Context: an optimization exercise on an open-source flow, tuned for small area, a short achievable clock period and few clock cycles per item. The choices shown serve that exercise and are no tape-out recipe. Where RTL was checked, it was by simulation tests only, not by an equivalence proof against the original.

== wip/lagoon ==
==> flow/design.v (excerpt) <==
module booth_multiplier #(
    parameter int N = 64
)(
    input  logic                    clk,
    input  logic                    rst,
    input  logic                    start,
    input  logic signed [N-1:0]     multiplicand,
    input  logic signed [N-1:0]     multiplier,
    output logic signed [(2*N)-1:0] product,
    output logic                    done
);
Size: about 2,400 cells after synthesis, ~260 I/O pins, ~0.025 sq mm of cells after synthesis.
export LEC_CHECK = 0
export CAP_MARGIN = 20
export CORE_MARGIN = 2
export CORE_UTILIZATION = 70
export SETUP_SLACK_MARGIN = 3.25
export SLEW_MARGIN = 20
export SYNTH_HIERARCHICAL = 1
export SYNTH_MINIMUM_KEEP_SIZE = 0
export BUFFER_PORTS_ARGS = -buffer_cell sky130_fd_sc_hd__buf_1
create_clock -name core_clock -period 6.0 [get_ports {clk}]
standard.sh (not shown) runs the stock make flow with config.mk's settings and CLKGATE_MAP_FILE= SYNTH_SCRIPT=/design/flow/synth_recipe.tcl, a recipe that flattens the netlist after the stock synthesis.
==> flow/flow/run.sh <==
#!/bin/bash
# Own layout flow: the standard flow, with the port buffers made from
# sky130_fd_sc_hd__buf_1 cells instead of the default cell.
set -e
cp standard.sh standard_sh.txt
echo "export BUFFER_PORTS_ARGS = -buffer_cell sky130_fd_sc_hd__buf_1" >> config.mk
bash standard.sh > standard.log 2>&1
wip/lagoon reached the end of the flow, and the finished layout is clean on the timing, DRC and antenna checks.
Testbench counts of wip/lagoon, summed over its fixed seeds: cycles 2,880, items 288.
For wip/garnet, these inputs were changed with respect to wip/lagoon:
- CORE_UTILIZATION now 60, was 70
Findings:
The met1 routing resource usage after global routing of wip/garnet is lower than that of wip/lagoon. Non-clock buffer count of wip/garnet falls short of that of wip/lagoon by a few percent. Looking at cell depth of the worst flop-to-flop path, wip/garnet sits 5 higher than wip/lagoon does. wip/garnet vs wip/lagoon — DRC violation total after the first TritonRoute iteration dropped by more than 10%. Relative to wip/lagoon, the global routing usage on met3 of wip/garnet is lower by 1.9 points. wip/garnet and wip/lagoon ended up with nearly the same post-route standard cell area excluding fillers. Taking wip/lagoon as the reference point, the via count of wip/garnet falls by 4.2%. wip/garnet reached the end of the flow, and the finished layout is clean on the timing, DRC and antenna checks.
### wip/garnet -> wip/amber
- SETUP_SLACK_MARGIN changed from 3.25 to 3.4
Findings:
- The setup slack on wip/garnet is in line with that on wip/amber.
- wip/amber reports a higher wire length than wip/garnet does.
- Worst-case reg-to-reg path depth, wip/amber and wip/garnet: smaller value in wip/amber
- Detailed route, wip/amber vs wip/garnet: via total higher for wip/amber
- Of the two values seen for library cell contributing the largest single delay on the critical path, sky130_fd_sc_hd__edfxtp_1 was produced by wip/amber and sky130_fd_sc_hd__dfxtp_1 by wip/garnet.

## cedar
Another version of the RTL of booth_multiplier (not shown whole).
For scale: roughly 2500 cells after synthesis, about 0.025 mm2 of cells after synthesis.
Settings: LEC_CHECK=0, CAP_MARGIN=20, CORE_MARGIN=2, CORE_UTILIZATION=60, SETUP_SLACK_MARGIN=2.7, SLEW_MARGIN=20, SYNTH_HIERARCHICAL=1, SYNTH_MINIMUM_KEEP_SIZE=0, BUFFER_PORTS_ARGS=-buffer_cell sky130_fd_sc_hd__buf_2; clock period 6.0 ns.
==> flow/flow/run.sh <==
#!/bin/bash
# Own layout flow: the standard flow, with the port buffers made from
# sky130_fd_sc_hd__buf_2 cells instead of the default cell.
set -e
cp standard.sh standard_sh.txt
echo "export BUFFER_PORTS_ARGS = -buffer_cell sky130_fd_sc_hd__buf_2" >> config.mk
bash standard.sh > standard.log 2>&1
What pine does differently from cedar at the input level:
Settings: swapping 2.7 for 3.0 in SETUP_SLACK_MARGIN.
## What came out
From cedar to pine the numbers moved as follows: fraction of layout instances using a drive strength above 1 rose by 4.1 points; slew at the pin closest to its max-slew limit stayed essentially flat. Setup slack in pine is larger than in cedar. Instance count after placement with tap cells included: cedar vs pine, no meaningful difference. In the metrics for cedar and pine, the one carrying the lower utilization is cedar. cedar → pine: non-clock buffer instance count of the final layout now sits higher.
No functional check of the RTL was part of any run of this note.

booth_multiplier, a different RTL version from the one above (not shown whole).
For scale: roughly 2500 cells after synthesis, about 260 I/O pins, about 25000 sq um of cells after synthesis.
export LEC_CHECK = 0
export CAP_MARGIN = 20
export CORE_MARGIN = 2
export CORE_UTILIZATION = 40
export SETUP_SLACK_MARGIN = 3.0
export SLEW_MARGIN = 20
export SYNTH_HIERARCHICAL = 1
export SYNTH_MINIMUM_KEEP_SIZE = 0
create_clock -name core_clock -period 6.0 [get_ports {clk}]
run.sh (not shown) runs the stock make flow with config.mk's settings and CLKGATE_MAP_FILE= SYNTH_SCRIPT=/design/flow/synth_recipe.tcl, a recipe that flattens the netlist after the stock synthesis.
Stock flow here: none of the scripts above is used.
The baseline completed with no timing, DRC or antenna violations.
Testbench counts at the start, summed over its fixed seeds: cycles 2,880, items 288.
Change:
==> flow/flow/run.sh (new file) <==
#!/bin/bash
# Own layout flow: the standard flow, with the port buffers made from
# sky130_fd_sc_hd__buf_1 cells instead of the default cell.
set -e
cp standard.sh standard_sh.txt
echo "export BUFFER_PORTS_ARGS = -buffer_cell sky130_fd_sc_hd__buf_1" >> config.mk
bash standard.sh > standard.log 2>&1
==> flow/standard.sh (new file) <==
#!/bin/bash
# synth_recipe.tcl (not shown) runs the flow's synth.tcl, then flattens the netlist and writes it again
# the make line also repeats each setting of config.mk as NAME=value (left out here)
make -C /OpenROAD-flow-scripts/flow DESIGN_CONFIG=/design/flow/config.mk WORK_HOME=/design/flow/orfs CLKGATE_MAP_FILE= SYNTH_SCRIPT=/design/flow/synth_recipe.tcl "${@:-finish}"
BUFFER_PORTS_ARGS = -buffer_cell sky130_fd_sc_hd__buf_1   (was not set)
CORE_UTILIZATION = 60   (was 40)
removed: flow/run.sh
Result: Global-route usage came out higher by 11 points; non-clock buffer count came out lower by 26; clock-buffer cell count is lower by 1; cell count goes down by roughly a tenth; first-iteration DRC count rises by a quarter to a third; final area went down by a little under a tenth; utilization is higher by 18 points; setup slack is better by 0.099 ns; die area decreases by a quarter to a third; fmax rises by a few percent.
Change:
==> flow/flow/run.sh (replaced) <==
#!/bin/bash
# Own layout flow: the standard flow, with the port buffers made from
# sky130_fd_sc_hd__buf_2 cells instead of the default cell.
set -e
cp standard.sh standard_sh.txt
echo "export BUFFER_PORTS_ARGS = -buffer_cell sky130_fd_sc_hd__buf_2" >> config.mk
bash standard.sh > standard.log 2>&1
BUFFER_PORTS_ARGS = -buffer_cell sky130_fd_sc_hd__buf_2   (was -buffer_cell sky130_fd_sc_hd__buf_1)
CTS_BUF_LIST = sky130_fd_sc_hd__clkbuf_8   (was not set)
CTS_CLUSTER_SIZE = 40   (was not set)
Result: Fmax hardly moves. Register-to-register slack barely changes. Core utilization rises by 0.96 points. Setup slack gets worse by 0.0036 ns.
Change:
CORE_UTILIZATION = 40   (was 60)
CTS_BUF_LIST = not set   (was sky130_fd_sc_hd__clkbuf_8)
CTS_CLUSTER_SIZE = not set   (was 40)
=> Hold slack improved by 0.071 ns; final cell count is higher by 8.7%; critical path depth drops by 4; clock skew stays flat; cell area climbs by 3.1%; wire length goes up by about 3.6%; setup slack degrades by 0.017 ns; via count goes down by about 2.3%; core utilization went down by 21 points; register-to-register slack degrades by 0.02 ns; die area goes up by about 50%.
Change:
CORE_UTILIZATION = 60   (was 40)
After rerunning: Die area falls by about 33%; wire length falls by 5.2%; area after synthesis does not change; sequential cell count is unchanged.

-- port drivers added, routing unchanged --
The flow's constraints put no driver on any port. The routed layouts listed below were extracted and timed again, unchanged, in two steps.
Step 1 (the two cells are an assumption about what drives the block):
set clk [get_ports {clk}]
set_driving_cell -lib_cell sky130_fd_sc_hd__clkbuf_16 $clk
set_driving_cell -lib_cell sky130_fd_sc_hd__buf_2 [delete_from_list [all_inputs] $clk]
Step 2 moves the port delays by t, midway between the first and last clock arrival at a register: inputs arrive t later, outputs are due t later. That takes back most of the time a late clock gives input paths.
Slacks: ideal ports / drivers / drivers and shift; pairs: ideal ports / drivers.
run	t (ns)	slack for setup (ns)	worst register clock-pin slew, ns
wip/lagoon	0.609	3.276 / 3.276 / 2.998	0.07 / 0.07
wip/garnet	0.615	3.308 / 3.308 / 2.950	0.06 / 0.06
wip/amber	0.623	3.307 / 3.250 / 2.964	0.07 / 0.07
cedar	0.611	2.815 / 2.815 / 2.739	0.06 / 0.06
pine	0.611	2.952 / 2.952 / 2.775	0.06 / 0.06
the first run of note 3	0.637	2.936 / 2.936 / 2.610	0.06 / 0.06
the second run of note 3	0.617	3.035 / 3.035 / 2.586	0.06 / 0.06
the third run of note 3	0.702	3.032 / 3.032 / 2.620	0.07 / 0.07
the fourth run of note 3	0.635	3.014 / 3.014 / 2.539	0.06 / 0.06
the fifth run of note 3	0.621	2.941 / 2.941 / 2.606	0.07 / 0.07
After both steps setup and hold are still met in every run listed. For the fourth run of note 3, which loses most, drivers alone change the setup slack by 0.000 ns; drivers and shift together by -0.475 ns.
